This is an optimization exercise on Yosys and OpenROAD, whose aim is small area, a short achievable clock period and few clock cycles, not a production implementation. Only simulation tests tie the RTL to the original design; equivalence was not proved. Power figures rest on the tool's default switching activity, not on a simulated workload.

==> flow/design.v <==
module cpu (input clk, input rst,
            output [31:0] imem_addr, input [31:0] imem_rdata,
            output [31:0] dmem_addr, output [31:0] dmem_wdata,
            output dmem_we, output dmem_re, input [31:0] dmem_rdata);
    reg [31:2] pc;
    reg        x_wr, x_lw, x_sw, x_beq, x_sub;
    reg        x_fam, x_fbm;    
    reg        x_oi, x_om, x_ob;    
    reg [4:0]  x_rd;
    reg [31:0] x_a, x_b;
    reg [15:0] x_i;
    reg [31:2] x_tgt;
    reg        m_wr, m_lw, m_sw;
    reg [4:0]  m_rd;
    reg [31:0] m_r, m_sd;
    assign dmem_addr  = m_r;
    assign dmem_wdata = m_sd;
    assign dmem_we    = m_sw;
    assign dmem_re    = m_lw;
    wire [31:0] m_res = m_lw ? dmem_rdata : m_r;
    wire [31:0] a   = x_fam ? m_r : x_a;
    wire [31:0] b   = x_fbm ? m_r : x_b;
    wire [31:0] op2 = ({32{x_oi}} & {{16{x_i[15]}}, x_i}) | ({32{x_om}} & m_r) |
                      ({32{x_ob}} & x_b);
    wire [31:0] alu;
    cs_add alu_add (.a(a), .b(op2 ^ {32{x_sub}}), .ci(x_sub), .s(alu));
    wire eq_ab = (x_a == x_b);
    wire eq_mb = (m_r == x_b);
    wire eq_am = (x_a == m_r);
    wire taken = x_beq & (x_fam ? (x_fbm | eq_mb) : (x_fbm ? eq_am : eq_ab));
    wire [31:0] inst = imem_rdata;
    wire [5:0] op = inst[31:26];
    wire [4:0] rs = inst[25:21];
    wire [4:0] rt = inst[20:16];
    wire [4:0] rdf = inst[15:11];
    wire d_R    = (op == 6'h00);
    wire d_addi = (op == 6'h08) | (op == 6'h09);
    wire d_lw   = (op == 6'h23);
    wire d_sw   = (op == 6'h2B);
    wire d_beq  = (op == 6'h04);
    wire d_j    = (op == 6'h02);
    wire d_ubeq = d_beq & (rs == rt);
    wire [4:0] d_rd = d_R ? rdf : (d_addi | d_lw) ? rt : 5'd0;
    wire d_wr = (d_R | d_addi | d_lw) & (d_rd != 5'd0);
    wire [31:2] pc4, btgt;
    assign pc4 = pc + 30'd1;
    sk_add #(30) br_add (.a(pc), .b({{14{inst[15]}}, inst[15:0]}), .ci(1'b1), .s(btgt));
    wire [31:2] jtgt = {4'b0000, inst[25:0]};
    reg [31:0] rf_r [1:31];
    reg [31:1] rf_e;
    integer i;
    always @(posedge clk)
        for (i = 1; i < 32; i = i + 1)
            if (m_wr && m_rd == i) rf_r[i] <= m_res;
    always @(posedge clk or posedge rst)
        if (rst) rf_e <= 31'd0;
        else
            for (i = 1; i < 32; i = i + 1)
                rf_e[i] <= (rf_e[i] | (m_wr && m_rd == i)) & !(x_wr && x_rd == i);
    wire [31:1] rf_en = rf_e;
    genvar k, n;
    wire [31:0] sa0, sa1, sb0, sb1;
    rdec dec_a0 (.r(rs), .en(rf_en), .we(m_wr), .wa(m_rd), .sel(sa0));
    rdec dec_a1 (.r(rs), .en(rf_en), .we(m_wr), .wa(m_rd), .sel(sa1));
    rdec dec_b0 (.r(rt), .en(rf_en), .we(m_wr), .wa(m_rd), .sel(sb0));
    rdec dec_b1 (.r(rt), .en(rf_en), .we(m_wr), .wa(m_rd), .sel(sb1));
    wire [31:0] rsv, rtv;
    generate for (n = 0; n < 32; n = n + 1) begin : col
        wire [31:0] d;
        assign d[0] = m_res[n];
        for (k = 1; k < 32; k = k + 1) begin : rb
            assign d[k] = rf_r[k][n];
        end
        wire [3:0] pa_n, pb_n;
        for (k = 0; k < 4; k = k + 1) begin : grp
            wire [31:0] sa = (n < 16) ? sa0 : sa1;
            wire [31:0] sb = (n < 16) ? sb0 : sb1;
            aoi8 ua (.s(sa[8*k+7:8*k]), .d(d[8*k+7:8*k]), .y_n(pa_n[k]));
            aoi8 ub (.s(sb[8*k+7:8*k]), .d(d[8*k+7:8*k]), .y_n(pb_n[k]));
        end
        assign rsv[n] = ~&pa_n;
        assign rtv[n] = ~&pb_n;
    end endgenerate
    wire hs = x_wr & (x_rd == rs);
    wire ht = x_wr & (x_rd == rt);
    wire use_rs = d_R | d_addi | d_lw | d_sw | (d_beq & ~d_ubeq);
    wire use_rt = d_R | d_sw | (d_beq & ~d_ubeq);
    wire stall = x_lw & ((hs & use_rs) | (ht & use_rt));
    wire go = ~taken & ~stall;
    wire [31:2] pc_oth = taken ? x_tgt : stall ? pc : d_j ? jtgt : pc4;
    wire sel_b = ~taken & ~stall & ~d_j & d_ubeq;
    wire [31:2] pc_next;
    mux2w #(30) pc_mux (.s(sel_b), .a(pc_oth), .b(btgt), .y(pc_next));
    always @(posedge clk or posedge rst) begin
        if (rst) begin
            pc <= 30'd0;
            x_wr <= 1'b0; x_lw <= 1'b0; x_sw <= 1'b0; x_beq <= 1'b0;
            m_wr <= 1'b0; m_lw <= 1'b0; m_sw <= 1'b0;
        end else begin
            pc <= pc_next;
            x_wr  <= go & d_wr;
            x_lw  <= go & d_lw;
            x_sw  <= go & d_sw;
            x_beq <= go & d_beq & ~d_ubeq;
            m_wr  <= x_wr;
            m_lw  <= x_lw;
            m_sw  <= x_sw;
        end
    end
    always @(posedge clk) begin
        x_rd  <= d_rd;
        x_sub <= d_R & inst[1];
        x_fam <= hs;
        x_fbm <= ht;
        x_oi  <= ~d_R;
        x_om  <= d_R & ht;
        x_ob  <= d_R & ~ht;
        x_a   <= rsv;
        x_b   <= rtv;
        x_i   <= inst[15:0];
        x_tgt <= btgt;
        m_rd  <= x_rd;
        m_r   <= alu;
        m_sd  <= b;
    end
    assign imem_addr = {pc, 2'b00};
endmodule
module aoi8 (input [7:0] s, input [7:0] d, output y_n);
    assign y_n = ~|(s & d);
endmodule
module sk_add #(parameter N = 32) (input [N-1:0] a, input [N-1:0] b, input ci,
                                   output [N-1:0] s);
    wire [N-1:0] g0 = a & b;
    wire [N-1:0] p0 = a ^ b;
    reg  [N-1:0] g, p, gn, pn;
    integer i, l;
    always @* begin
        g = g0;
        p = p0;
        for (l = 0; (1 << l) < N; l = l + 1) begin
            gn = g;
            pn = p;
            for (i = 0; i < N; i = i + 1)
                if ((i >> l) & 1) begin
                    gn[i] = g[i] | (p[i] & g[((i >> l) << l) - 1]);
                    pn[i] = p[i] & p[((i >> l) << l) - 1];
                end
            g = gn;
            p = pn;
        end
    end
    wire [N-1:0] c = {g[N-2:0] | (p[N-2:0] & {(N-1){ci}}), ci};
    assign s = p0 ^ c;
endmodule
module mux2w #(parameter N = 32) (input s, input [N-1:0] a, input [N-1:0] b, output [N-1:0] y);
    assign y = s ? b : a;
endmodule
module rdec (input [4:0] r, input [31:1] en, input we, input [4:0] wa, output [31:0] sel);
    assign sel[0] = we && wa == r;
    genvar k;
    generate for (k = 1; k < 32; k = k + 1) begin : d
        assign sel[k] = en[k] && r == k;
    end endgenerate
endmodule
module cs_add (input [31:0] a, input [31:0] b, input ci, output [31:0] s);
    wire [16:0] lo;
    wire [15:0] hi0, hi1, hi;
    sk_add #(17) add_lo (.a({1'b0, a[15:0]}), .b({1'b0, b[15:0]}), .ci(ci), .s(lo));
    sk_add #(16) add_h0 (.a(a[31:16]), .b(b[31:16]), .ci(1'b0), .s(hi0));
    sk_add #(16) add_h1 (.a(a[31:16]), .b(b[31:16]), .ci(1'b1), .s(hi1));
    mux2w #(16) hi_sel (.s(lo[16]), .a(hi0), .b(hi1), .y(hi));
    assign s = {hi, lo[15:0]};
endmodule
==> flow/run.sh <==
#!/bin/bash
# synth_recipe.tcl (not shown) runs the flow's synth.tcl, then flattens the netlist and writes it again
# the make line also repeats each setting of config.mk as NAME=value (left out here)
make -C /OpenROAD-flow-scripts/flow DESIGN_CONFIG=/design/flow/config.mk WORK_HOME=/design/flow/orfs CLKGATE_MAP_FILE= SYNTH_SCRIPT=/design/flow/synth_recipe.tcl finish
==> flow/config.mk <==
export PLATFORM = sky130hd
export DESIGN_NAME = cpu
export DESIGN_NICKNAME = cpu
export VERILOG_FILES = /design/flow/design.v
export SDC_FILE = /design/flow/constraint.sdc
export NUM_CORES = 4
export LEC_CHECK = 0
export CAP_MARGIN = 20
export CELL_PAD_IN_SITES_DETAIL_PLACEMENT = 1
export CELL_PAD_IN_SITES_GLOBAL_PLACEMENT = 1
export CORE_MARGIN = 2
export CORE_UTILIZATION = 55
export CTS_CLUSTER_DIAMETER = 80
export CTS_CLUSTER_SIZE = 18
export PLACE_DENSITY = 0.85
export SETUP_SLACK_MARGIN = 4.8
export SLEW_MARGIN = 20
export SYNTH_HIERARCHICAL = 1
export SYNTH_MINIMUM_KEEP_SIZE = 0
export TNS_END_PERCENT = 5
==> flow/constraint.sdc <==
create_clock -name core_clock -period 8.0 [get_ports {clk}]
set_input_delay 1.6000 -clock core_clock [delete_from_list [all_inputs] [get_ports {clk}]]
set_output_delay 1.6000 -clock core_clock [all_outputs]
set_load 0.01 [all_outputs]
==> results by group, run 1 <==
Status
  – Run status: no timing/DRC/antenna violations

Synthesis
  – Share of synthesized area occupied by flip-flops and latches: 62.1%
  – Post-synth design cell area: 0.0568 sq mm
  – Count of distinct cell types in the synthesized netlist: 96
  – Gate count after technology mapping: 4072
  – Register bit total from synthesis: 1250
  – Primary FF master, synth: sky130_fd_sc_hd__edfxtp_1
  – Share of async-settable or async-resettable flops after synthesis: 5.44%
  – Ys Warns: 11
  – Post-synth EDFFs: 992
  – Synth area leader: sky130_fd_sc_hd__edfxtp_1
  – Top cells by area, synth: sky130_fd_sc_hd__edfxtp_1 52%, sky130_fd_sc_hd__a22oi_1 14%, sky130_fd_sc_hd__dfxtp_1 6.7%, sky130_fd_sc_hd__and4_1 4.0%, sky130_fd_sc_hd__dfrtp_1 3.0%
  – Yosys top cell area share: 52.4%
  – Mean instance size in the synthesized netlist: 14.0 sq um

STA
  – Number of max-slew violations in the final report: 0
  – Max Fclk: 259 MHz
  – Unrepaired setup endpoints after global routing: true
  – Shortest period the worst path allows: 3860 ps
  – Actual slew at the worst max-slew pin: 1270 ps
  – Setup-violating endpoint count in the final report: 0
  – Smallest hold slack: 495 ps
  – Max-Slew Margin vs Limit: 15.6%
  – Part of the cycle the worst path needs: 48.3%
  – Sum of negative setup slack: 0 ps
  – Final count of hold timing violations: 0
  – Clk_skew: 41.5 ps

Clock network
  – Number of H-tree levels: 3
  – Insertion delay to the later sink of the worst-skew pair: 710 ps
  – Clock Pin Slew Worst Setup and Hold Paths: 90 ps
  – CTS tree: built
  – Number of buffers between clock root and the deepest sink: 3
  – Hold_buf cts: 0
  – Clk Tree Root Cell: sky130_fd_sc_hd__clkbuf_16
  – Number of clock sinks: 1250
  – Number of buffers created by CTS: 80

Floorplan
  – DIE WIDTH: 325 microns
  – Die Span Y: 325 microns
  – Top-level port count: 164
  – Total core area: 0.102 sq mm
  – Row Count: 117
  – Floorplan die area: 0.106 sq mm
  – Starting utilization of the core area: 55.6%

Cells and area
  – Area growth syn-to-layout: 13.5%
  – Top library cells by usage in the layout, fill and taps aside: 1028 x sky130_fd_sc_hd__a22oi_1, 992 x sky130_fd_sc_hd__edfxtp_1, 261 x sky130_fd_sc_hd__and4_1, 153 x sky130_fd_sc_hd__dfxtp_1, 128 x sky130_fd_sc_hd__clkdlybuf4s50_1
  – Final nets: 4527
  – Fill cell instance count of the final layout: 9542
  – Most frequent standard cell in the layout excluding fill and tap cells: sky130_fd_sc_hd__a22oi_1
  – Fraction of layout instances using a drive strength above 1: 15.3%
  – Core Util, Final: 63.1%

Routing
  – Router iterations before antenna repair: 7
  – DR iter-0 viols: 8589
  – Total DRC errors in the routed layout: 0
  – Per-cell routed wire length: 41.8 microns
  – Count of vias placed by the detailed router: 47428
  – Number of nets still failing antenna checks after routing: 0
  – Via density per instance: 8.14
  – Aggregate routed wire length: 244000 microns

Setup path
  – CP Capture Type: register
  – Worst endpoint data arrival time: 4440 ps
  – Number of cells on the worst reg-to-reg path: 13
  – CP max FO: 18
  – Required time of the critical path: 8580 ps
  – Reg2reg start: x_fbm
  – Critical path launch point type: register
  – Crit path kind: reg2reg
  – Reg-to-reg endpoint: pc[7]
  – Reg2Reg Setup Slack: 4140 ps

Global route
  – GRT Total Usage: 42.9%
  – Global-route wire length before repair: 333000 microns
  – Via count of the first global-routing pass: 46834
  – Grt total ovfl: 0
  – Pin count of the biggest net entering global routing: 46
  – Antenna violations before repair: 25

Place
  – Global placer's final weighted congestion: 0.984
  – PortBufs: 161
  – Half-perimeter wire length after detailed placement: 150000 microns

Pwr
  – Maximum ir drop on the vdd rail: 0.000235 V
  – Reported leakage power: 20.3 nW
  – Total power density per cell area: 222 mW/mm^2

Worst hold path
  – Hold EP: m_lw
  – Type of the most critical hold path: reg2reg
  – Number of cells on the worst hold path: 0
  – Worst hold start: x_lw

Flow run
  – Number of maximum-capacitance violations: 0
[per-layer routing]
metal	track usage (%)	up-vias	wire (microns)
met5	0.0906	-	267
met2	64.9	4889	106000
met3	16.5	1245	40800
met1	53.5	23500	79600
met4	22.3	22	17200
li1	-	17772	-
[power breakdown]
group	total, W	internal (W)	switching (W)
logic	0.00236	0.000963	0.00140
registers	0.00762	0.00733	0.000293
clock network	0.00431	0.00199	0.00232
total	0.0143	0.0103	0.00402
[through the flow]
stage	instance area, sq um	setup slack, ps	cells	total power [W]
6_report	64500	4140	5830	0.0143
5_1_grt	64500	4230	5818	0.0145
4_1_cts	64000	4660	5797	0.0139
3_5_place_dp	60500	2630	5602	0.00957
3_3_place_gp	60500	2670	5602	0.00945
2_1_floorplan	56900	4320	4078	0.00878
[flip-flops by register name, indices dropped and copies added, names as in the netlist, 5 cells and up]
register,flops
pc,30
m_r,32
x_b,32
x_a,32
m_sd,32
x_tgt,30
x_i,16
rf_r,992
m_rd,5
rf_e,31
x_rd,5
[modules after synthesis, one instance, submodules excluded, excerpt]
module	times used	cells	flip-flops and latches
cpu	1	2023	1250
cs_add	1	2	0
rdec	4	54	0
aoi8	256	5	0
[area by class of cell]
cell class / count / area, sq um / share of cell area (%)
Antenna cell: 15 / 37.5 / 0.0582
Clock inverter: 11 / 144 / 0.223
Clock buffer: 137 / 2270 / 3.52
Tap cell: 1368 / 1710 / 2.65
Sequential cell: 1250 / 35400 / 54.9
Timing Repair Buffer: 281 / 2820 / 4.38
Inverter: 41 / 155 / 0.241
Multi-Input combinational cell: 2727 / 21900 / 34.0
[synthesized netlist by cell type, drive strengths merged, types with 12 or more instances]
library cell / number
a22oi: 1028
edfxtp: 992
and4: 264
dfxtp: 190
mux2: 170
nor2: 152
and3: 146
xnor2: 115
a21oi: 90
nand4: 90
nand2: 77
ha: 76
dfrtp: 68
xor2: 65
o21ai: 62
inv: 40
clkbuf: 33
nand3: 33
nor3: 33
and2: 30
nor2b: 29
buf: 27
a221oi: 23
nor4: 17
a222oi: 15
a31oi: 14
and2b: 14
o21a: 13
o22a: 12
[cell families (layout without fill, tap and decap cells)]
group                      Yosys count  count (layout)  share of synthesized area [%]
DFF                               1250            1250                           62.1
buffers and inverters              101             470                          0.894
and+or+nand+nor                    933             933                           10.9
adders and majority gates           80              80                           1.81
AOI/OAI and AO/OA                 1349            1349                           17.6
xor gates and xnor gates           180             180                           2.78
other                                4              25                         0.0264
muxes                              175             175                           3.95
[worst max-delay path, stage by stage, from the launching register on]
cell and delay [ps]:
sky130_fd_sc_hd__dfxtp_2 440, sky130_fd_sc_hd__buf_12 220, sky130_fd_sc_hd__mux2_4 340, sky130_fd_sc_hd__xor2_1 460, sky130_fd_sc_hd__nor4_1 160, sky130_fd_sc_hd__nand4_1 190
sky130_fd_sc_hd__nor2_2 70, sky130_fd_sc_hd__a31oi_4 250, sky130_fd_sc_hd__buf_12 240, sky130_fd_sc_hd__nor4b_4 510, sky130_fd_sc_hd__buf_6 230, sky130_fd_sc_hd__buf_12 110
sky130_fd_sc_hd__buf_16 140, sky130_fd_sc_hd__mux2_4 320
[worst max-delay path by stage]
stage / from / end / slack, ps
finish: x_fbm / pc[7] / 4140
global route: x_fbm / pc[7] / 4230
CTS: x_om / m_r[16] / 4660
detailed placement: imem_rdata[24] / pc[31] / 2630
global placement: imem_rdata[23] / pc[13] / 2670
floorplan: imem_rdata[24] / pc[10] / 4320
[repair_timing]
item | 4_1_cts | 5_1_grt
gates cloned | 8 | 3
pin swaps | 20 | 33
endpoints found under the setup margin | 203 | 184
resized for setup | 348 | 71
buffers inserted | 39 | 15
Testbench counts, summed over its fixed seeds: cycles 47,352.
==> inputs of run 2 (changes only) <==
--- a/flow/config.mk
+++ b/flow/config.mk
@@ -10,11 +10,11 @@
 export CELL_PAD_IN_SITES_GLOBAL_PLACEMENT = 1
 export CORE_MARGIN = 2
-export CORE_UTILIZATION = 55
+export CORE_UTILIZATION = 50
 export CTS_CLUSTER_DIAMETER = 80
 export CTS_CLUSTER_SIZE = 18
-export PLACE_DENSITY = 0.85
+export PLACE_DENSITY = 0.8
 export SETUP_SLACK_MARGIN = 4.8
 export SLEW_MARGIN = 20
 export SYNTH_HIERARCHICAL = 1
 export SYNTH_MINIMUM_KEEP_SIZE = 0
-export TNS_END_PERCENT = 5
+export TNS_END_PERCENT = 0
==> run 2 against run 1 <==
Compared with the run above: still clean on timing, DRC and antenna; synthesized cell count unchanged; die area up 9.9%; largest cell class unchanged; critical endpoint is now x_a[16]; setup slack better by 300 ps; critical path depth down 5.
==> results by group, run 2 <==
Status
  – Run status: no timing/DRC/antenna violations

STA
  – Actual slew at the worst max-slew pin: 1160 ps (-109 ps)
  – Final count of hold timing violations: 0 (unchanged)
  – Part of the cycle the worst path needs: 44.5% (-3.8 points)
  – Clk_skew: 35.4 ps (-6.14 ps)
  – Max-Slew Margin vs Limit: 22.9% (+7.3 points)
  – Max Fclk: 281 MHz (+8.6%)
  – Unrepaired setup endpoints after global routing: true
  – Number of max-slew violations in the final report: 0 (unchanged)
  – Sum of negative setup slack: 0 ps (unchanged)
  – Shortest period the worst path allows: 3560 ps (-304 ps)
  – Setup-violating endpoint count in the final report: 0 (unchanged)

Cells and area
  – Core Util, Final: 57.1% (-6.0 points)
  – Top library cells by usage in the layout, fill and taps aside: 1028 x sky130_fd_sc_hd__a22oi_1, 992 x sky130_fd_sc_hd__edfxtp_1, 261 x sky130_fd_sc_hd__and4_1, 157 x sky130_fd_sc_hd__dfxtp_1, 128 x sky130_fd_sc_hd__clkdlybuf4s50_1
  – Fill cell instance count of the final layout: 10745 (+13%)
  – Fraction of layout instances using a drive strength above 1: 15.3% (about the same)
  – Largest Register: rf_r
  – Max FFs per register: 992 (unchanged)
  – Area growth syn-to-layout: 13.3%
  – Non-filler cells in the finished layout: 5943 (+1.9%)
  – Most frequent standard cell in the layout excluding fill and tap cells: sky130_fd_sc_hd__a22oi_1
  – Final nets: 4521 (-0.13%)

Floorplan
  – Row Count: 123 (+5.1%)
  – DIE WIDTH: 341 microns (+4.8%)
  – Starting utilization of the core area: 50.4% (-5.2 points)
  – Top-level port count: 164 (unchanged)
  – Die Span Y: 341 microns (+4.8%)
  – Total core area: 0.113 sq mm (+10%)
  – Floorplan die area: 0.116 sq mm (+9.9%)

Clock network
  – Clk Tree Root Cell: sky130_fd_sc_hd__clkbuf_16
  – CTS tree: built
  – Number of buffers created by CTS: 80 (unchanged)
  – Number of buffers between clock root and the deepest sink: 3 (unchanged)
  – Insertion delay to the later sink of the worst-skew pair: 710 ps (about the same)
  – Number of H-tree levels: 3 (unchanged)
  – Clock Pin Slew Worst Setup and Hold Paths: 80 ps (about the same)
  – Number of clock sinks: 1250 (unchanged)
  – Hold_buf cts: 0 (unchanged)

Synthesis
  – Post-synth EDFFs: 992 (unchanged)
  – Share of async-settable or async-resettable flops after synthesis: 5.44% (unchanged)
  – Mean instance size in the synthesized netlist: 14.0 sq um (unchanged)
  – Post-synth design cell area: 0.0568 sq mm (unchanged)
  – Primary FF master, synth: sky130_fd_sc_hd__edfxtp_1
  – Yosys top cell area share: 52.4% (unchanged)
  – Top cells by area, synth: sky130_fd_sc_hd__edfxtp_1 52%, sky130_fd_sc_hd__a22oi_1 14%, sky130_fd_sc_hd__dfxtp_1 6.7%, sky130_fd_sc_hd__and4_1 4.0%, sky130_fd_sc_hd__dfrtp_1 3.0%
  – Count of distinct cell types in the synthesized netlist: 96 (unchanged)
  – Register bit total from synthesis: 1250 (unchanged)
  – Most used standard cell by instance count after synthesis: sky130_fd_sc_hd__a22oi_1
  – Most instantiated cells after synthesis: 1028 x sky130_fd_sc_hd__a22oi_1, 992 x sky130_fd_sc_hd__edfxtp_1, 262 x sky130_fd_sc_hd__and4_1, 190 x sky130_fd_sc_hd__dfxtp_1, 149 x sky130_fd_sc_hd__nor2_1
  – Gate count after technology mapping: 4072 (unchanged)
  – Ys Warns: 11 (unchanged)
  – Synth area leader: sky130_fd_sc_hd__edfxtp_1
  – Share of synthesized area occupied by flip-flops and latches: 62.1% (unchanged)

Routing
  – Count of vias placed by the detailed router: 44847 (-5.4%)
  – Number of nets still failing antenna checks after routing: 0 (unchanged)
  – Met2 routed WL: 100000 microns (-5.4%)
  – Per-cell routed wire length: 38.2 microns (-8.8%)
  – DR top layer: met5
  – Total routed wire length on the met1 layer: 79300 microns (-0.36%)
  – Aggregate routed wire length: 227000 microns (-7.0%)
  – Total DRC errors in the routed layout: 0 (unchanged)
  – Via density per instance: 7.55 (-7.2%)
  – Router iterations before antenna repair: 8 (+1)
  – Met3 routed WL: 33800 microns (-17%)
  – DR iter-0 viols: 7433 (-13%)

Place
  – Global placer's final weighted congestion: 0.960 (-2.4%)
  – PortBufs: 161 (unchanged)
  – Half-perimeter wire length after detailed placement: 144000 microns (-3.8%)
  – Placed instance count: 5749 (+2.6%)

Flow run
  – Number of maximum-capacitance violations: 0 (unchanged)

Setup path
  – CP max FO: 16 (-2)
  – Crit path kind: in2reg
  – Reg2Reg Setup Slack: 4610 ps (+470 ps)
  – Worst endpoint data arrival time: 3970 ps (-470 ps)
  – Critical path launch point type: input port
  – CP Capture Type: register
  – Required time of the critical path: 8410 ps (-170 ps)

Global route
  – Pin count of the biggest net entering global routing: 39 (-15%)
  – Via count of the first global-routing pass: 45129 (-3.6%)
  – Antenna violations before repair: 20 (-20%)
  – Grt total ovfl: 0 (unchanged)
  – Global-route wire length before repair: 321000 microns (-3.7%)
  – GRT Total Usage: 37.9% (-5.0 points)

Pwr
  – Clk pwr share: 30.4% (+0.2 points)
  – Total Power: 0.0139 W (-2.6%)
  – Maximum ir drop on the vdd rail: 0.000153 V (-35%)
  – Sequential share of power: 54.4% (+1.1 points)
  – NetSw: 0.00372 W (-7.5%)
  – Switching part of the total power: 26.7% (-1.4 points)
  – Reported leakage power: 20.2 nW (-0.36%)
  – Part of the total power dissipated in combinational logic: 15.2% (-1.3 points)
  – Power Internal: 0.0102 W (-0.65%)
  – Total power density per cell area: 216 mW/mm^2 (-2.4%)

Worst hold path
  – Type of the most critical hold path: reg2reg
==> run 2: cell types whose count changed in the layout (fill, tap and decap cells not counted), moves of 5 or more <==
cell	change
sky130_fd_sc_hd__and3_1	-37
sky130_fd_sc_hd__and3_2	+33
sky130_fd_sc_hd__diode_2	-11
sky130_fd_sc_hd__ha_1	+10
sky130_fd_sc_hd__buf_2	-7
sky130_fd_sc_hd__buf_4	+6
sky130_fd_sc_hd__buf_6	-6
sky130_fd_sc_hd__clkdlybuf4s15_2	+6
sky130_fd_sc_hd__ha_2	-6
sky130_fd_sc_hd__inv_6	+6
sky130_fd_sc_hd__buf_8	-5
sky130_fd_sc_hd__nand2_1	+5
==> run 2: modules after synthesis, one instance, submodules excluded, a selection <==
module / area, sq um / cells inside / times used
cpu: 40900 / 2023 / 1
rdec: 380 / 54 / 4
aoi8: 38.8 / 5 / 256
cs_add: 7.51 / 2 / 1
==> run 2: power groups by stage <==
stage	clock network, W	logic [W]	registers [W]
after CTS	0.00423	0.00203	0.00756
after floorplan	0	0.00113	0.00765
after global routing	0.00443	0.00224	0.00759
final	0.00423	0.00212	0.00758
after global placement	0	0.00174	0.00774
after detailed placement	0	0.00181	0.00774
==> run 2: metal layers <==
metal,up-vias,track usage (%)
li1,17750,-
met4,18,18.2
met3,811,13.5
met5,-,0.123
met1,22554,47.9
met2,3714,58.3
==> run 2: critical path, stage by stage <==
cell and delay [ps]:
sky130_fd_sc_hd__buf_6 120, sky130_fd_sc_hd__buf_12 140, sky130_fd_sc_hd__buf_4 180, sky130_fd_sc_hd__and2_1 170, sky130_fd_sc_hd__and3_1 520, sky130_fd_sc_hd__a22oi_1 350, sky130_fd_sc_hd__and4_1 450, sky130_fd_sc_hd__nand4_1 420
==> run 2: per-stage QoR <==
step / instance area [sq um] / hold slack, ps / worst slack [ps]
after floorplan: 56900 / 326 / 4320
after global placement: 60800 / 343 / 2430
after detailed placement: 60800 / 350 / 2420
after CTS: 64300 / 383 / 4650
after global routing: 64400 / 394 / 4490
final: 64400 / 384 / 4440
==> run 2: area by class of cell <==
class	instances	area, sq um	share of cell area (%)
Clock inverter	11	135	0.210
Antenna cell	4	10.0	0.0155
Tap cell	1500	1880	2.92
Multi-Input combinational cell	2728	21900	34.0
Sequential cell	1250	35400	55.0
Timing Repair Buffer	274	2710	4.21
Clock buffer	135	2230	3.46
Inverter	41	155	0.241
==> run 2: kinds of logic (layout without fill, tap and decap cells) <==
kind of cell	count (synthesis)	after routing	share of synthesized area, %
xor gates and xnor gates	180	180	2.78
muxes	175	175	3.95
DFF	1250	1250	62.1
and+or+nand+nor	933	933	10.9
other	4	14	0.0264
AOI/OAI and AO/OA	1349	1350	17.6
adders and majority gates	80	80	1.81
buffers and inverters	101	461	0.894
==> run 2: what timing repair did <==
action	CTS	global route
pin swaps	22	10
setup endpoints to repair	209	180
resized for setup	353	20
cloned	7	0
buffers inserted	31	6
==> run 2: final timing paths <==
check	to	startpoint	depth (start not counted)
worst min-delay path	m_sw	x_sw	0
worst max register to register	pc[18]	x_fbm	10
min in group asynchronous	x_sw	rst	2
worst min register to register	m_sw	x_sw	0
max in group asynchronous	rf_e[17]	rst	3
worst max-delay path	x_a[16]	imem_rdata[22]	8
==> inputs of run 3 (changes only) <==
--- a/flow/config.mk
+++ b/flow/config.mk
@@ -11,6 +11,6 @@
 export CORE_MARGIN = 2
 export CORE_UTILIZATION = 50
-export CTS_CLUSTER_DIAMETER = 80
-export CTS_CLUSTER_SIZE = 18
+export CTS_CLUSTER_DIAMETER = 90
+export CTS_CLUSTER_SIZE = 22
 export PLACE_DENSITY = 0.8
 export SETUP_SLACK_MARGIN = 4.8
@@ -18,3 +18,3 @@
 export SYNTH_HIERARCHICAL = 1
 export SYNTH_MINIMUM_KEEP_SIZE = 0
-export TNS_END_PERCENT = 0
+export TNS_END_PERCENT = 5
==> run 3 against run 2 <==
Compared with the run above: flip-flop and latch count is the same; register-to-register slack better by 40 ps; non-clock buffer count grew 50; routed wire length up 3.4%; synthesized area did not move; setup slack gained 29 ps; largest power group unchanged.
==> results by group, run 3 <==
Cells and area
  – Final design area excluding fillers: 0.0650 sq mm (+1.0%)
  – Largest Register: rf_r
  – Most frequent standard cell in the layout excluding fill and tap cells: sky130_fd_sc_hd__a22oi_1
  – Top library cells by usage in the layout, fill and taps aside: 1026 x sky130_fd_sc_hd__a22oi_1, 992 x sky130_fd_sc_hd__edfxtp_1, 258 x sky130_fd_sc_hd__and4_1, 154 x sky130_fd_sc_hd__dfxtp_1, 139 x sky130_fd_sc_hd__buf_4
  – Fraction of layout instances using a drive strength above 1: 17.7% (+2.4 points)
  – Core Util, Final: 57.7% (+0.59 points)
  – Fill cell instance count of the final layout: 10637 (-1.0%)
  – Max FFs per register: 992 (unchanged)
  – Area growth syn-to-layout: 14.5%
  – Final nets: 4559 (+0.84%)

Synthesis
  – Top cells by area, synth: sky130_fd_sc_hd__edfxtp_1 52%, sky130_fd_sc_hd__a22oi_1 14%, sky130_fd_sc_hd__dfxtp_1 6.7%, sky130_fd_sc_hd__and4_1 4.0%, sky130_fd_sc_hd__dfrtp_1 3.0%
  – Post-synth design cell area: 0.0568 sq mm (unchanged)
  – Most instantiated cells after synthesis: 1028 x sky130_fd_sc_hd__a22oi_1, 992 x sky130_fd_sc_hd__edfxtp_1, 262 x sky130_fd_sc_hd__and4_1, 190 x sky130_fd_sc_hd__dfxtp_1, 149 x sky130_fd_sc_hd__nor2_1
  – Share of async-settable or async-resettable flops after synthesis: 5.44% (unchanged)
  – Register bit total from synthesis: 1250 (unchanged)
  – Post-synth EDFFs: 992 (unchanged)
  – Count of distinct cell types in the synthesized netlist: 96 (unchanged)
  – Ys Warns: 11 (unchanged)
  – Most used standard cell by instance count after synthesis: sky130_fd_sc_hd__a22oi_1
  – Yosys top cell area share: 52.4% (unchanged)
  – Synth area leader: sky130_fd_sc_hd__edfxtp_1
  – Gate count after technology mapping: 4072 (unchanged)
  – Mean instance size in the synthesized netlist: 14.0 sq um (unchanged)
  – Primary FF master, synth: sky130_fd_sc_hd__edfxtp_1
  – Share of synthesized area occupied by flip-flops and latches: 62.1% (unchanged)

Routing
  – Total DRC errors in the routed layout: 0 (unchanged)
  – Aggregate routed wire length: 234000 microns (+3.4%)
  – Number of nets still failing antenna checks after routing: 0 (unchanged)
  – Router iterations before antenna repair: 10 (+2)
  – Per-cell routed wire length: 39.2 microns (+2.7%)
  – DR iter-0 viols: 7377 (-0.75%)
  – Count of vias placed by the detailed router: 45847 (+2.2%)
  – Via density per instance: 7.66 (+1.5%)

Place
  – Global placer's final weighted congestion: 0.960 (unchanged)
  – Post-DP Area: 0.0608 sq mm (unchanged)
  – Half-perimeter wire length after detailed placement: 144000 microns (unchanged)
  – PortBufs: 161 (unchanged)

Clock network
  – Insertion delay to the later sink of the worst-skew pair: 700 ps (about the same)
  – Clk Tree Root Cell: sky130_fd_sc_hd__clkbuf_16
  – Number of buffers created by CTS: 68 (-15%)
  – Number of clock sinks: 1250 (unchanged)
  – Number of buffers between clock root and the deepest sink: 3 (unchanged)
  – CTS tree: built
  – Hold_buf cts: 0 (unchanged)
  – Clock Pin Slew Worst Setup and Hold Paths: 100 ps (+20 ps)
  – Number of H-tree levels: 3 (unchanged)

STA
  – Setup-violating endpoint count in the final report: 0 (unchanged)
  – Part of the cycle the worst path needs: 44.1% (-0.37 points)
  – Number of max-slew violations in the final report: 0 (unchanged)
  – Sum of negative setup slack: 0 ps (unchanged)
  – Max-Slew Margin vs Limit: 21.9% (-0.97 points)
  – Clk_skew: 39.4 ps (+4.06 ps)
  – Unrepaired setup endpoints after global routing: true
  – Final count of hold timing violations: 0 (unchanged)
  – Shortest period the worst path allows: 3530 ps (-29.5 ps)
  – Max Fclk: 283 MHz (+0.84%)
  – Actual slew at the worst max-slew pin: 1170 ps (+14.5 ps)

Pwr
  – Maximum ir drop on the vdd rail: 0.000153 V (-0.47%)
  – Total power density per cell area: 216 mW/mm^2 (about the same)
  – Total Power: 0.0141 W (+0.94%)
  – Reported leakage power: 20.4 nW (+1.0%)

Global route
  – Pin count of the biggest net entering global routing: 39 (unchanged)
  – Via count of the first global-routing pass: 45266 (+0.30%)
  – GRT Total Usage: 38.1% (+0.18 points)
  – Antenna violations before repair: 31 (+55%)
  – Grt total ovfl: 0 (unchanged)
  – Global-route wire length before repair: 321000 microns (+0.29%)

Floorplan
  – Top-level port count: 164 (unchanged)
  – Total core area: 0.113 sq mm (unchanged)
  – Starting utilization of the core area: 50.4% (unchanged)
  – Floorplan die area: 0.116 sq mm (unchanged)
  – Row Count: 123 (unchanged)
  – Die Span Y: 341 microns (unchanged)
  – DIE WIDTH: 341 microns (unchanged)

Setup path
  – Number of cells on the worst reg-to-reg path: 9 (-1)
  – Critical Path Sink: pc[24]
  – CP Capture Type: register
  – Start point of the critical path: imem_rdata[9]
  – CP max FO: 5 (-11)
  – Critical path launch point type: input port
  – Crit path kind: in2reg
  – Reg2Reg Setup Slack: 4650 ps (+40 ps)
  – Reg-to-reg endpoint: pc[30]
  – Required time of the critical path: 8580 ps (+170 ps)
  – Worst endpoint data arrival time: 4100 ps (+130 ps)
  – Reg2reg start: pc[3]

Status
  – Run status: no timing/DRC/antenna violations

Worst hold path
  – Type of the most critical hold path: reg2reg
  – Number of cells on the worst hold path: 0 (unchanged)

Flow run
  – Number of maximum-capacitance violations: 0 (unchanged)
## run 3: final cells by class
class                           count  area (sq um)  share of cell area, %
Antenna cell                       16          40.0                 0.0616
Clock buffer                      113          1940                   2.99
Clock inverter                     11           135                  0.208
Inverter                           41           155                  0.239
Multi-Input combinational cell   2728         22300                   34.2
Sequential cell                  1250         35400                   54.4
Tap cell                         1500          1880                   2.89
Timing Repair Buffer              324          3230                   4.96
## run 3: what timing repair did
action	4_1_cts	5_1_grt
setup endpoints to repair	204	172
gates cloned	9	3
hold endpoints to repair	0	0
buffers inserted	37	45
pin swaps	26	60
resized for setup	391	146
## run 3: how the worst min path moves through the flow
stage / start / endpoint / slack [ps]
detailed placement: x_sw / m_sw / 350
global placement: x_sw / m_sw / 340
floorplan: x_rd[0] / m_rd[0] / 330
global route: x_sw / m_sw / 400
CTS: x_sw / m_sw / 380
finish: x_sw / m_sw / 390
## run 3: power by group
part           internal (W)  switching [W]  total (W)
sequential          0.00733       0.000260    0.00759
combinational       0.00109        0.00142    0.00252
clock               0.00174        0.00222    0.00396
## run 3: critical path: stages
cell,delay [ps]
sky130_fd_sc_hd__buf_8,120
sky130_fd_sc_hd__ha_4,260
sky130_fd_sc_hd__a21oi_4,150
sky130_fd_sc_hd__o21ai_4,120
sky130_fd_sc_hd__nor2b_4,150
sky130_fd_sc_hd__or3_4,430
sky130_fd_sc_hd__nor2_8,180
sky130_fd_sc_hd__nor3_4,80
sky130_fd_sc_hd__a2111oi_4,560
sky130_fd_sc_hd__xnor2_2,150
sky130_fd_sc_hd__mux2_4,280
## run 3: routing by layer
metal | global-route usage, % | part of all wire [%] | up-vias
li1 | - | - | 17825
met1 | 48.1 | 34 | 23020
met2 | 58.4 | 44 | 4004
met3 | 13.0 | 15 | 970
met4 | 19.5 | 6.4 | 28
met5 | 0 | 0.11 | -
## run 3: Yosys stat by module (local to each module, per instance), excerpt
module  times used  cell area [sq um]
cs_add           1               7.51
rdec             4                380
cpu              1              40900
aoi8           256               38.8
## run 3: per-stage QoR
step / worst slack (ps) / std cells / hold WS, ps
global placement: 2430 / 5749 / 343
CTS: 4650 / 5919 / 385
finish: 4470 / 5983 / 386
detailed placement: 2420 / 5749 / 350
floorplan: 4320 / 4078 / 326
global route: 4420 / 5970 / 397
## run 3: logic make-up after synthesis
kind of cell	Yosys count	synth area share (%)
AO/OA/AOI/OAI	1349	17.6
multiplexers	175	3.95
XOR/XNOR	180	2.78
flip-flops	1250	62.1
buffers and inverters	101	0.894
adder cells (fa/ha/maj)	80	1.81
other	4	0.0264
AND/OR/NAND/NOR	933	10.9
==> inputs of run 4 (changes only) <==
--- a/flow/design.v
+++ b/flow/design.v
@@ -5,6 +5,8 @@
     reg [31:2] pc;
     reg        x_wr, x_lw, x_sw, x_beq, x_sub;
-    reg        x_fam, x_fbm;    
-    reg        x_oi, x_om, x_ob;    
+    reg        x_fam, x_fbm;              
+    reg        x_fal, x_fbl;              
+    reg        x_as, x_bs;                
+    reg        x_oi, x_om, x_ol, x_ob;    
     reg [4:0]  x_rd;
     reg [31:0] x_a, x_b;
@@ -19,8 +21,8 @@
     assign dmem_re    = m_lw;
     wire [31:0] m_res = m_lw ? dmem_rdata : m_r;
-    wire [31:0] a   = x_fam ? m_r : x_a;
-    wire [31:0] b   = x_fbm ? m_r : x_b;
+    wire [31:0] a   = ({32{x_fam}} & m_r) | ({32{x_fal}} & dmem_rdata) | ({32{x_as}} & x_a);
+    wire [31:0] b   = ({32{x_fbm}} & m_r) | ({32{x_fbl}} & dmem_rdata) | ({32{x_bs}} & x_b);
     wire [31:0] op2 = ({32{x_oi}} & {{16{x_i[15]}}, x_i}) | ({32{x_om}} & m_r) |
-                      ({32{x_ob}} & x_b);
+                      ({32{x_ol}} & dmem_rdata) | ({32{x_ob}} & x_b);
     wire [31:0] alu;
     cs_add alu_add (.a(a), .b(op2 ^ {32{x_sub}}), .ci(x_sub), .s(alu));
@@ -84,7 +86,5 @@
     wire hs = x_wr & (x_rd == rs);
     wire ht = x_wr & (x_rd == rt);
-    wire use_rs = d_R | d_addi | d_lw | d_sw | (d_beq & ~d_ubeq);
-    wire use_rt = d_R | d_sw | (d_beq & ~d_ubeq);
-    wire stall = x_lw & ((hs & use_rs) | (ht & use_rt));
+    wire stall = x_lw & d_beq & ~d_ubeq & (hs | ht);
     wire go = ~taken & ~stall;
     wire [31:2] pc_oth = taken ? x_tgt : stall ? pc : d_j ? jtgt : pc4;
@@ -111,8 +111,13 @@
         x_rd  <= d_rd;
         x_sub <= d_R & inst[1];
-        x_fam <= hs;
-        x_fbm <= ht;
+        x_fam <= hs & ~x_lw;
+        x_fal <= hs & x_lw;
+        x_as  <= ~hs;
+        x_fbm <= ht & ~x_lw;
+        x_fbl <= ht & x_lw;
+        x_bs  <= ~ht;
         x_oi  <= ~d_R;
-        x_om  <= d_R & ht;
+        x_om  <= d_R & ht & ~x_lw;
+        x_ol  <= d_R & ht & x_lw;
         x_ob  <= d_R & ~ht;
         x_a   <= rsv;
--- a/flow/config.mk
+++ b/flow/config.mk
@@ -11,6 +11,6 @@
 export CORE_MARGIN = 2
 export CORE_UTILIZATION = 50
-export CTS_CLUSTER_DIAMETER = 90
-export CTS_CLUSTER_SIZE = 22
+export CTS_CLUSTER_DIAMETER = 80
+export CTS_CLUSTER_SIZE = 18
 export PLACE_DENSITY = 0.8
 export SETUP_SLACK_MARGIN = 4.8
==> run 4 against run 3 <==
Compared with the run above: clock power grew about 10%; clock-buffer cell count grew 29; combinational power shrank 19%; die area grew 1.2%; global-route usage shrank 0.085 points; sequential power is essentially flat; routed wire length shrank 1.9%; maximum frequency shrank 6.9%; final cell count grew 2.7%; first-iteration DRC count grew 8.7%; critical path type unchanged; critical endpoint is now x_b[14]; largest cell class unchanged; highest routed layer unchanged.
==> results by group, run 4 <==
Cells and area
  – Fill cell instance count of the final layout: 10966 (+3.1%)
  – Top library cells by usage in the layout, fill and taps aside: 1041 x sky130_fd_sc_hd__a22oi_1, 992 x sky130_fd_sc_hd__edfxtp_1, 262 x sky130_fd_sc_hd__and4_1, 169 x sky130_fd_sc_hd__dfxtp_1, 131 x sky130_fd_sc_hd__buf_4
  – Area growth syn-to-layout: 14.9%
  – Non-filler cells in the finished layout: 6146 (+2.7%)
  – Core Util, Final: 57.8% (+0.11 points)
  – Final nets: 4699 (+3.1%)
  – Max FFs per register: 992 (unchanged)
  – Largest Register: rf_r
  – Most frequent standard cell in the layout excluding fill and tap cells: sky130_fd_sc_hd__a22oi_1
  – Fraction of layout instances using a drive strength above 1: 16.0% (-1.8 points)

Setup path
  – CP max FO: 16 (+11)
  – Reg-to-reg endpoint: pc[24]
  – CP Capture Type: register
  – Required time of the critical path: 8540 ps (-40 ps)
  – Start point of the critical path: imem_rdata[17]
  – Worst endpoint data arrival time: 4330 ps (+230 ps)
  – Number of cells on the worst reg-to-reg path: 9 (unchanged)
  – Reg2reg start: x_b[25]
  – Reg2Reg Setup Slack: 4590 ps (-60 ps)
  – Critical path launch point type: input port
  – Critical Path Sink: x_b[14]
  – Crit path kind: in2reg

STA
  – Sum of negative setup slack: 0 ps (unchanged)
  – Actual slew at the worst max-slew pin: 1180 ps (+9.69 ps)
  – Part of the cycle the worst path needs: 47.3% (+3.3 points)
  – Shortest period the worst path allows: 3790 ps (+260 ps)
  – Number of max-slew violations in the final report: 0 (unchanged)
  – Final count of hold timing violations: 0 (unchanged)
  – Unrepaired setup endpoints after global routing: true
  – Max Fclk: 264 MHz (-6.9%)
  – Setup-violating endpoint count in the final report: 0 (unchanged)
  – Max-Slew Margin vs Limit: 21.3% (-0.65 points)
  – Clk_skew: 35.5 ps (-3.91 ps)

Worst hold path
  – Type of the most critical hold path: reg2reg

Routing
  – Aggregate routed wire length: 230000 microns (-1.9%)
  – Router iterations before antenna repair: 9 (-1)
  – Per-cell routed wire length: 37.4 microns (-4.5%)
  – Via density per instance: 7.60 (-0.78%)
  – Number of nets still failing antenna checks after routing: 0 (unchanged)
  – Total DRC errors in the routed layout: 0 (unchanged)
  – DR iter-0 viols: 8017 (+8.7%)
  – Count of vias placed by the detailed router: 46727 (+1.9%)

Global route
  – GRT Total Usage: 38.0% (-0.085 points)
  – Antenna violations before repair: 14 (-55%)
  – Pin count of the biggest net entering global routing: 64 (+64%)
  – Global-route wire length before repair: 328000 microns (+1.9%)
  – Via count of the first global-routing pass: 46988 (+3.8%)
  – Grt total ovfl: 0 (unchanged)

Clock network
  – Hold_buf cts: 0 (unchanged)
  – Insertion delay to the later sink of the worst-skew pair: 710 ps (about the same)
  – Clk Tree Root Cell: sky130_fd_sc_hd__clkbuf_16
  – Number of buffers between clock root and the deepest sink: 3 (unchanged)
  – Number of H-tree levels: 3 (unchanged)
  – Number of buffers created by CTS: 82 (+21%)
  – Number of clock sinks: 1255 (+0.40%)
  – Clock Pin Slew Worst Setup and Hold Paths: 90 ps (about the same)
  – CTS tree: built

Pwr
  – Maximum ir drop on the vdd rail: 0.000157 V (+2.7%)
  – Reported leakage power: 21.1 nW (+3.7%)
  – Total power density per cell area: 212 mW/mm^2 (-2.0%)

Synthesis
  – Register bit total from synthesis: 1255 (+0.40%)
  – Share of async-settable or async-resettable flops after synthesis: 5.42% (-0.022 points)
  – Share of synthesized area occupied by flip-flops and latches: 61.6% (-0.55 points)
  – Yosys top cell area share: 51.8% (-0.61 points)
  – Gate count after technology mapping: 4224 (+3.7%)
  – Top cells by area, synth: sky130_fd_sc_hd__edfxtp_1 52%, sky130_fd_sc_hd__a22oi_1 14%, sky130_fd_sc_hd__dfxtp_1 6.8%, sky130_fd_sc_hd__and4_1 4.0%, sky130_fd_sc_hd__dfrtp_1 3.0%
  – Post-synth EDFFs: 992 (unchanged)
  – Mean instance size in the synthesized netlist: 13.6 sq um (-2.5%)
  – Most instantiated cells after synthesis: 1043 x sky130_fd_sc_hd__a22oi_1, 992 x sky130_fd_sc_hd__edfxtp_1, 262 x sky130_fd_sc_hd__and4_1, 195 x sky130_fd_sc_hd__dfxtp_1, 149 x sky130_fd_sc_hd__and3_1
  – Count of distinct cell types in the synthesized netlist: 93 (-3.1%)
  – Ys Warns: 11 (unchanged)
  – Most used standard cell by instance count after synthesis: sky130_fd_sc_hd__a22oi_1
  – Synth area leader: sky130_fd_sc_hd__edfxtp_1
  – Post-synth design cell area: 0.0575 sq mm (+1.2%)
  – Primary FF master, synth: sky130_fd_sc_hd__edfxtp_1

Floorplan
  – Floorplan die area: 0.118 sq mm (+1.2%)
  – DIE WIDTH: 343 microns (+0.58%)
  – Top-level port count: 164 (unchanged)
  – Total core area: 0.114 sq mm (+1.4%)
  – Die Span Y: 343 microns (+0.58%)
  – Row Count: 124 (+0.81%)
  – Starting utilization of the core area: 50.3% (-0.094 points)

Status
  – Run status: no timing/DRC/antenna violations

Flow run
  – Number of maximum-capacitance violations: 0 (unchanged)

Place
  – PortBufs: 161 (unchanged)
  – Half-perimeter wire length after detailed placement: 146000 microns (+1.0%)
  – Placed instance count: 5883 (+2.3%)
  – Global placer's final weighted congestion: 0.998 (+3.9%)
-- run 4: cell type report --
class	count	area [sq um]	area share, %
well taps	1512	1890	2.86
clock inverters	11	115	0.174
inverters	110	414	0.627
clock buffers	142	2380	3.61
repair buffers	312	3040	4.60
diodes	12	30.0	0.0455
flip-flops and latches	1255	35400	53.7
multi-input cells	2792	22700	34.4
-- run 4: cell families (layout without fill, tap and decap cells) --
logic type / count (synthesis) / count (layout) / synth area share (%)
DFF: 1255 / 1255 / 61.6
and+or+nand+nor: 954 / 954 / 10.8
adders and majority gates: 80 / 80 / 1.79
AOI/OAI and AO/OA: 1419 / 1421 / 18.5
other: 4 / 22 / 0.0261
xor gates and xnor gates: 182 / 182 / 2.77
buffers and inverters: 185 / 575 / 1.39
muxes: 145 / 145 / 3.13
-- run 4: power by group --
| part | switching [W] | total [W] | internal, W |
|---|---|---|---|
| clock | 0.00229 | 0.00437 | 0.00208 |
| combinational | 0.00111 | 0.00203 | 0.000923 |
| sequential | 0.000282 | 0.00759 | 0.00731 |
-- run 4: timing repair --
item | CTS | global route
pin swaps | 117 | 13
gates cloned | 11 | 0
gates resized for setup | 547 | 3
hold endpoints to repair | 0 | 0
endpoints found under the setup margin | 218 | 196
buffers inserted | 82 | 5
-- run 4: per-module statistics from Yosys (local to each module, per instance), a selection --
| module | cell area (sq um) | cells | copies in the design |
|---|---|---|---|
| cs_add | 7.51 | 2 | 1 |
| aoi8 | 38.8 | 5 | 256 |
| cpu | 41600 | 2175 | 1 |
| rdec | 380 | 54 | 4 |
-- run 4: worst min-delay path by stage --
stage	startpoint	end	slack, ps	cells past startpoint
floorplan	x_rd[4]	m_rd[4]	330	0
global placement	x_sw	m_sw	340	0
detailed placement	x_sw	m_sw	340	0
CTS	x_sw	m_sw	360	0
global route	x_sw	m_sw	380	0
finish	x_sw	m_sw	360	0
-- run 4: through the flow --
step           hold slack, ps  cell area (sq um)  setup slack (ps)  power (W)
2_1_floorplan             326              57600              4110    0.00869
3_3_place_gp              336              61300              2590    0.00930
3_5_place_dp              337              61300              2510    0.00939
4_1_cts                   356              66000              4570     0.0139
5_1_grt                   385              66000              4320     0.0143
6_report                  361              66100              4210     0.0140
-- run 4: routing by layer --
metal / share of wire (%) / track usage, % / vias to the layer above / wire [microns]
met5: 0.060 / 0.481 / - / 137
met4: 5.6 / 19.0 / 10 / 12800
met3: 14 / 12.4 / 779 / 33100
met2: 44 / 57.4 / 3857 / 102000
met1: 36 / 49.3 / 23669 / 82300
li1: - / - / 18412 / -
-- run 4: critical path, stage by stage --
cell                        delay, ps
sky130_fd_sc_hd__buf_4            160
sky130_fd_sc_hd__bufbuf_16        310
sky130_fd_sc_hd__nor3_1           600
sky130_fd_sc_hd__and3_2           670
sky130_fd_sc_hd__a22oi_1          170
sky130_fd_sc_hd__and4_1           370
sky130_fd_sc_hd__nand4_1          420
Testbench counts of run 4, summed over its fixed seeds: cycles 46,614.
==> inputs of run 5 (changes only) <==
--- a/flow/design.v
+++ b/flow/design.v
@@ -5,8 +5,7 @@
     reg [31:2] pc;
     reg        x_wr, x_lw, x_sw, x_beq, x_sub;
-    reg        x_fam, x_fbm;              
-    reg        x_fal, x_fbl;              
-    reg        x_as, x_bs;                
-    reg        x_oi, x_om, x_ol, x_ob;    
+    reg        x_fam, x_fbm;    
+    reg        x_fal, x_fbl;    
+    reg        x_imm;           
     reg [4:0]  x_rd;
     reg [31:0] x_a, x_b;
@@ -21,14 +20,10 @@
     assign dmem_re    = m_lw;
     wire [31:0] m_res = m_lw ? dmem_rdata : m_r;
-    wire [31:0] a   = ({32{x_fam}} & m_r) | ({32{x_fal}} & dmem_rdata) | ({32{x_as}} & x_a);
-    wire [31:0] b   = ({32{x_fbm}} & m_r) | ({32{x_fbl}} & dmem_rdata) | ({32{x_bs}} & x_b);
-    wire [31:0] op2 = ({32{x_oi}} & {{16{x_i[15]}}, x_i}) | ({32{x_om}} & m_r) |
-                      ({32{x_ol}} & dmem_rdata) | ({32{x_ob}} & x_b);
+    wire [31:0] a   = x_fam ? m_r : x_fal ? dmem_rdata : x_a;
+    wire [31:0] b   = x_fbm ? m_r : x_fbl ? dmem_rdata : x_b;
+    wire [31:0] op2 = x_imm ? {{16{x_i[15]}}, x_i} : b;
     wire [31:0] alu;
-    cs_add alu_add (.a(a), .b(op2 ^ {32{x_sub}}), .ci(x_sub), .s(alu));
-    wire eq_ab = (x_a == x_b);
-    wire eq_mb = (m_r == x_b);
-    wire eq_am = (x_a == m_r);
-    wire taken = x_beq & (x_fam ? (x_fbm | eq_mb) : (x_fbm ? eq_am : eq_ab));
+    sk_add #(32) alu_add (.a(a), .b(op2 ^ {32{x_sub}}), .ci(x_sub), .s(alu));
+    wire taken = x_beq & (a == b);
     wire [31:0] inst = imem_rdata;
     wire [5:0] op = inst[31:26];
@@ -50,5 +45,5 @@
     wire [31:2] jtgt = {4'b0000, inst[25:0]};
     reg [31:0] rf_r [1:31];
-    reg [31:1] rf_e;
+    reg [31:1] rf_v;
     integer i;
     always @(posedge clk)
@@ -56,15 +51,16 @@
             if (m_wr && m_rd == i) rf_r[i] <= m_res;
     always @(posedge clk or posedge rst)
-        if (rst) rf_e <= 31'd0;
+        if (rst) rf_v <= 31'd0;
         else
             for (i = 1; i < 32; i = i + 1)
-                rf_e[i] <= (rf_e[i] | (m_wr && m_rd == i)) & !(x_wr && x_rd == i);
-    wire [31:1] rf_en = rf_e;
+                if (m_wr && m_rd == i) rf_v[i] <= 1'b1;
+    wire [31:0] sa, sb;
+    assign sa[0] = m_wr && m_rd == rs;    
+    assign sb[0] = m_wr && m_rd == rt;
     genvar k, n;
-    wire [31:0] sa0, sa1, sb0, sb1;
-    rdec dec_a0 (.r(rs), .en(rf_en), .we(m_wr), .wa(m_rd), .sel(sa0));
-    rdec dec_a1 (.r(rs), .en(rf_en), .we(m_wr), .wa(m_rd), .sel(sa1));
-    rdec dec_b0 (.r(rt), .en(rf_en), .we(m_wr), .wa(m_rd), .sel(sb0));
-    rdec dec_b1 (.r(rt), .en(rf_en), .we(m_wr), .wa(m_rd), .sel(sb1));
+    generate for (k = 1; k < 32; k = k + 1) begin : sel
+        assign sa[k] = rf_v[k] && !(m_wr && m_rd == k) && rs == k;
+        assign sb[k] = rf_v[k] && !(m_wr && m_rd == k) && rt == k;
+    end endgenerate
     wire [31:0] rsv, rtv;
     generate for (n = 0; n < 32; n = n + 1) begin : col
@@ -76,6 +72,4 @@
         wire [3:0] pa_n, pb_n;
         for (k = 0; k < 4; k = k + 1) begin : grp
-            wire [31:0] sa = (n < 16) ? sa0 : sa1;
-            wire [31:0] sb = (n < 16) ? sb0 : sb1;
             aoi8 ua (.s(sa[8*k+7:8*k]), .d(d[8*k+7:8*k]), .y_n(pa_n[k]));
             aoi8 ub (.s(sb[8*k+7:8*k]), .d(d[8*k+7:8*k]), .y_n(pb_n[k]));
@@ -113,12 +107,7 @@
         x_fam <= hs & ~x_lw;
         x_fal <= hs & x_lw;
-        x_as  <= ~hs;
         x_fbm <= ht & ~x_lw;
         x_fbl <= ht & x_lw;
-        x_bs  <= ~ht;
-        x_oi  <= ~d_R;
-        x_om  <= d_R & ht & ~x_lw;
-        x_ol  <= d_R & ht & x_lw;
-        x_ob  <= d_R & ~ht;
+        x_imm <= ~d_R;
         x_a   <= rsv;
         x_b   <= rtv;
@@ -161,18 +150,2 @@
     assign y = s ? b : a;
 endmodule
-module rdec (input [4:0] r, input [31:1] en, input we, input [4:0] wa, output [31:0] sel);
-    assign sel[0] = we && wa == r;
-    genvar k;
-    generate for (k = 1; k < 32; k = k + 1) begin : d
-        assign sel[k] = en[k] && r == k;
-    end endgenerate
-endmodule
-module cs_add (input [31:0] a, input [31:0] b, input ci, output [31:0] s);
-    wire [16:0] lo;
-    wire [15:0] hi0, hi1, hi;
-    sk_add #(17) add_lo (.a({1'b0, a[15:0]}), .b({1'b0, b[15:0]}), .ci(ci), .s(lo));
-    sk_add #(16) add_h0 (.a(a[31:16]), .b(b[31:16]), .ci(1'b0), .s(hi0));
-    sk_add #(16) add_h1 (.a(a[31:16]), .b(b[31:16]), .ci(1'b1), .s(hi1));
-    mux2w #(16) hi_sel (.s(lo[16]), .a(hi0), .b(hi1), .y(hi));
-    assign s = {hi, lo[15:0]};
-endmodule
==> run 5 against run 4 <==
Compared with the run above: via count fell by 8.1%; design area is 2.0% lower; critical path type unchanged; synthesized area shrank 5.0%; combinational power shrank 8%; utilization up 1.8 points; maximum frequency down 3.8%; highest routed layer unchanged; global-route usage fell by 2.3 points; critical path depth up 2.
==> results by group, run 5 <==
Floorplan
  – Top-level port count: 164 (unchanged)
  – Floorplan die area: 0.112 sq mm (-4.9%)
  – DIE WIDTH: 335 microns (-2.5%)
  – Die Span Y: 335 microns (-2.5%)
  – Row Count: 121 (-2.4%)
  – Starting utilization of the core area: 50.3% (about the same)
  – Total core area: 0.109 sq mm (-4.9%)

STA
  – Sum of negative setup slack: 0 ps (unchanged)
  – Number of max-slew violations in the final report: 0 (unchanged)
  – Unrepaired setup endpoints after global routing: true
  – Max-Slew Margin vs Limit: 40.0% (+19 points)
  – Part of the cycle the worst path needs: 49.2% (+1.9 points)
  – Setup-violating endpoint count in the final report: 0 (unchanged)
  – Final count of hold timing violations: 0 (unchanged)
  – Clk_skew: 27.9 ps (-7.65 ps)
  – Smallest hold slack: 420 ps (+59.0 ps)
  – Max Fclk: 254 MHz (-3.8%)
  – Actual slew at the worst max-slew pin: 896 ps (-285 ps)
  – Shortest period the worst path allows: 3940 ps (+150 ps)
  – Slack of the critical path: 4060 ps (-150 ps)

Setup path
  – CP top delay family: simple AND/OR/NAND/NOR gates
  – Worst endpoint data arrival time: 4530 ps (+200 ps)
  – Start point of the critical path: imem_rdata[21]
  – Required time of the critical path: 8590 ps (+50 ps)
  – Critical path launch point type: input port
  – Delay contributed by the slowest stage of the critical path: 490 ps (-180 ps)
  – Number of cells on the worst reg-to-reg path: 12 (+3)
  – CP max FO: 32 (+16)
  – Levels on crit path: 9 (+2)
  – Sequence of cells on the critical path: clkdlybuf4s50_1, buf_6, nand2b_4, or2_4, nor4_4, buf_4, a22oi_1, and4_1, nand4_1
  – Slowest library cell on the worst path: sky130_fd_sc_hd__clkdlybuf4s50_1
  – Crit path kind: in2reg
  – CP Capture Type: register
  – Worst path buffer plus inverter count: 3 (+1)
  – Reg2reg start: x_fbm

Place
  – Global placer's final weighted congestion: 0.940 (-5.8%)
  – Half-perimeter wire length after detailed placement: 128000 microns (-12%)
  – Setup Slack @ Placement: 2630 ps (+112 ps)
  – PortBufs: 161 (unchanged)

Global route
  – GRT Total Usage: 35.7% (-2.3 points)
  – Grt total ovfl: 0 (unchanged)
  – Pin count of the biggest net entering global routing: 62 (-3.1%)
  – Via count of the first global-routing pass: 42498 (-9.6%)
  – Antenna violations before repair: 25 (+11)
  – Global-route wire length before repair: 295000 microns (-10%)

Worst hold path
  – Number of cells on the worst hold path: 0 (unchanged)
  – Type of the most critical hold path: reg2reg
  – Worst hold start: x_rd[0]

Routing
  – Count of vias placed by the detailed router: 42949 (-8.1%)
  – DR iter-0 viols: 5853 (-27%)
  – Number of nets still failing antenna checks after routing: 0 (unchanged)
  – Aggregate routed wire length: 214000 microns (-6.7%)
  – Per-cell routed wire length: 37.0 microns (-1.1%)
  – Via density per instance: 7.41 (-2.5%)
  – Total DRC errors in the routed layout: 0 (unchanged)
  – Router iterations before antenna repair: 6 (-3)

Clock network
  – Number of H-tree levels: 3 (unchanged)
  – Clock Pin Slew Worst Setup and Hold Paths: 90 ps (about the same)
  – Number of clock sinks: 1250 (-0.40%)
  – Hold_buf cts: 0 (unchanged)
  – CTS tree: built
  – Number of buffers between clock root and the deepest sink: 3 (unchanged)
  – Clk Tree Root Cell: sky130_fd_sc_hd__clkbuf_16
  – Insertion delay to the later sink of the worst-skew pair: 700 ps (about the same)
  – Number of buffers created by CTS: 80 (-2.4%)

Synthesis
  – Post-synth design cell area: 0.0546 sq mm (-5.0%)
  – Share of async-settable or async-resettable flops after synthesis: 5.44% (+0.022 points)
  – Count of distinct cell types in the synthesized netlist: 80 (-14%)
  – Most used standard cell by instance count after synthesis: sky130_fd_sc_hd__a22oi_1
  – Mean instance size in the synthesized netlist: 14.2 sq um (+4.1%)
  – Post-synth EDFFs: 992 (unchanged)
  – Ys Warns: 10 (-1)
  – Share of synthesized area occupied by flip-flops and latches: 64.6% (+3.0 points)
  – Primary FF master, synth: sky130_fd_sc_hd__edfxtp_1
  – Top cells by area, synth: sky130_fd_sc_hd__edfxtp_1 55%, sky130_fd_sc_hd__a22oi_1 14%, sky130_fd_sc_hd__dfxtp_1 7.0%, sky130_fd_sc_hd__and4_1 4.2%, sky130_fd_sc_hd__dfrtp_1 3.1%
  – Most instantiated cells after synthesis: 1025 x sky130_fd_sc_hd__a22oi_1, 992 x sky130_fd_sc_hd__edfxtp_1, 263 x sky130_fd_sc_hd__and4_1, 190 x sky130_fd_sc_hd__dfxtp_1, 131 x sky130_fd_sc_hd__nand2_1
  – Gate count after technology mapping: 3857 (-8.7%)
  – Synth area leader: sky130_fd_sc_hd__edfxtp_1
  – Register bit total from synthesis: 1250 (-0.40%)
  – Yosys top cell area share: 54.5% (+2.7 points)

Pwr
  – Maximum ir drop on the vdd rail: 0.000138 V (-12%)
  – Power Internal: 0.0100 W (-2.9%)
  – Total power density per cell area: 209 mW/mm^2 (-1.4%)
  – Part of the total power dissipated in combinational logic: 13.8% (-0.7 points)
  – Sequential share of power: 55.3% (+1.1 points)
  – NetSw: 0.00352 W (-4.6%)
  – Total Power: 0.0135 W (-3.4%)
  – Reported leakage power: 20.8 nW (-1.6%)
  – Clk pwr share: 31.0% (-0.2 points)
  – Switching part of the total power: 26.0% (-0.33 points)

Cells and area
  – Top library cells by usage in the layout, fill and taps aside: 1017 x sky130_fd_sc_hd__a22oi_1, 992 x sky130_fd_sc_hd__edfxtp_1, 253 x sky130_fd_sc_hd__and4_1, 205 x sky130_fd_sc_hd__buf_4, 185 x sky130_fd_sc_hd__dfxtp_1
  – Max FFs per register: 992 (unchanged)
  – Fraction of layout instances using a drive strength above 1: 18.1% (+2.2 points)
  – Largest Register: rf_r
  – Area growth syn-to-layout: 18.6%
  – Core Util, Final: 59.6% (+1.8 points)
  – Final nets: 4445 (-5.4%)
  – Most frequent standard cell in the layout excluding fill and tap cells: sky130_fd_sc_hd__a22oi_1

Status
  – Run status: no timing/DRC/antenna violations

Flow run
  – Number of maximum-capacitance violations: 0 (unchanged)
==> run 5: cell types whose count changed after synthesis, sizes merged, moves of 37 or more <==
cell    previous run  this run
nand2             91       131
xnor2            123        66
nor2             145        88
and3             151        20
o21ai             48       112
mux2i             40        84
inv              110        49
a222oi            64         0
nor3              32        69
==> run 5: per-stage QoR <==
step / instances / cell area (sq um)
final: 5795 / 64700
after global routing: 5790 / 64700
after CTS: 5703 / 63300
after detailed placement: 5477 / 59500
after global placement: 5477 / 59500
after floorplan: 3859 / 55400
==> run 5: logic make-up (layout without fill, tap and decap cells) <==
| group | after synthesis | after routing | synth area share [%] |
|---|---|---|---|
| muxes | 191 | 191 | 4.19 |
| AOI/OAI and AO/OA | 1287 | 1289 | 17.2 |
| other | 2 | 12 | 0.0138 |
| xor gates and xnor gates | 133 | 133 | 2.13 |
| buffers and inverters | 123 | 635 | 1.04 |
| DFF | 1250 | 1250 | 64.6 |
| adders and majority gates | 63 | 63 | 1.47 |
| and+or+nand+nor | 808 | 808 | 9.37 |
==> run 5: layout make-up <==
cell class,count,area (sq um)
inverters,49,185
fillers,10128,43800
repair buffers,447,4420
flip-flops and latches,1250,35300
clock buffers,131,2210
clock inverters,8,113
diodes,8,20.0
multi-input cells,2488,20700
well taps,1414,1770
==> run 5: path summary, 6_finish.rpt <==
kind	to	slack, ps
max	x_a[26]	4060
min	m_rd[0]	420
max reg2reg	m_r[31]	4180
min reg2reg	m_rd[0]	420
max in group asynchronous	m_lw	5620
min in group asynchronous	rf_v[1]	1220
==> run 5: power groups by stage <==
stage / clock network [W] / logic (W) / registers [W]
6_report: 0.00419 / 0.00186 / 0.00748
5_1_grt: 0.00438 / 0.00198 / 0.00749
4_1_cts: 0.00416 / 0.00174 / 0.00746
3_5_place_dp: 0 / 0.00168 / 0.00760
3_3_place_gp: 0 / 0.00161 / 0.00760
2_1_floorplan: 0 / 0.00108 / 0.00755
==> run 5: repair_timing <==
item,4_1_cts,5_1_grt
buffers inserted,81,76
gates resized for setup,278,209
pin swaps,85,72
gates cloned,6,8
setup endpoints to repair,219,222
==> run 5: metal layers <==
layer  vias up  GRT usage [%]  wire length [microns]
met5         -              0                    105
met4        16           14.1                  11400
met3       719           8.73                  27700
met2      3418           57.8                  99600
met1     21745           46.4                  75700
li1      17051              -                      -
==> run 5: per-module statistics from Yosys (local to each module, per instance), excerpt <==
| module | times used | cell area [sq um] |
|---|---|---|
| aoi8 | 256 | 38.8 |
| cpu | 1 | 41700 |
Testbench counts of run 5, summed over its fixed seeds: cycles 46,614.

==> what the ideal ports hide <==
In the flow no input, the clock included, has a driving cell. The finished layouts below were timed again as built, in two steps. Step 1, drivers: a clkbuf_16 drives clk and a buf_2 each remaining input, both assumed. Step 2 moves the port delays by t, midway between the first and last clock arrival at a register: inputs arrive t later, outputs are due t later. That takes back most of the time a late clock gives input paths. a / b / c = ideal ports / drivers / drivers and shift; a / b = the first two.
| run | t, ns | slack for setup (ns) | worst setup path at the end | slew at the worst register clock pin (ns) |
|---|---|---|---|---|
| run 1 | 0.766 | 4.139 / 4.139 / 3.489 | input to register | 0.09 / 0.09 |
| run 2 | 0.764 | 4.443 / 4.482 / 3.717 | input to register | 0.09 / 0.09 |
| run 3 | 0.751 | 4.473 / 4.450 / 3.699 | input to register | 0.11 / 0.11 |
| run 4 | 0.768 | 4.213 / 4.270 / 3.502 | input to register | 0.09 / 0.09 |
| run 5 | 0.750 | 4.063 / 4.081 / 3.331 | input to register | 0.09 / 0.09 |
After both steps every run listed still meets setup and hold. For run 3, which loses most, drivers alone change the setup slack by -0.023 ns; drivers and shift together by -0.774 ns.
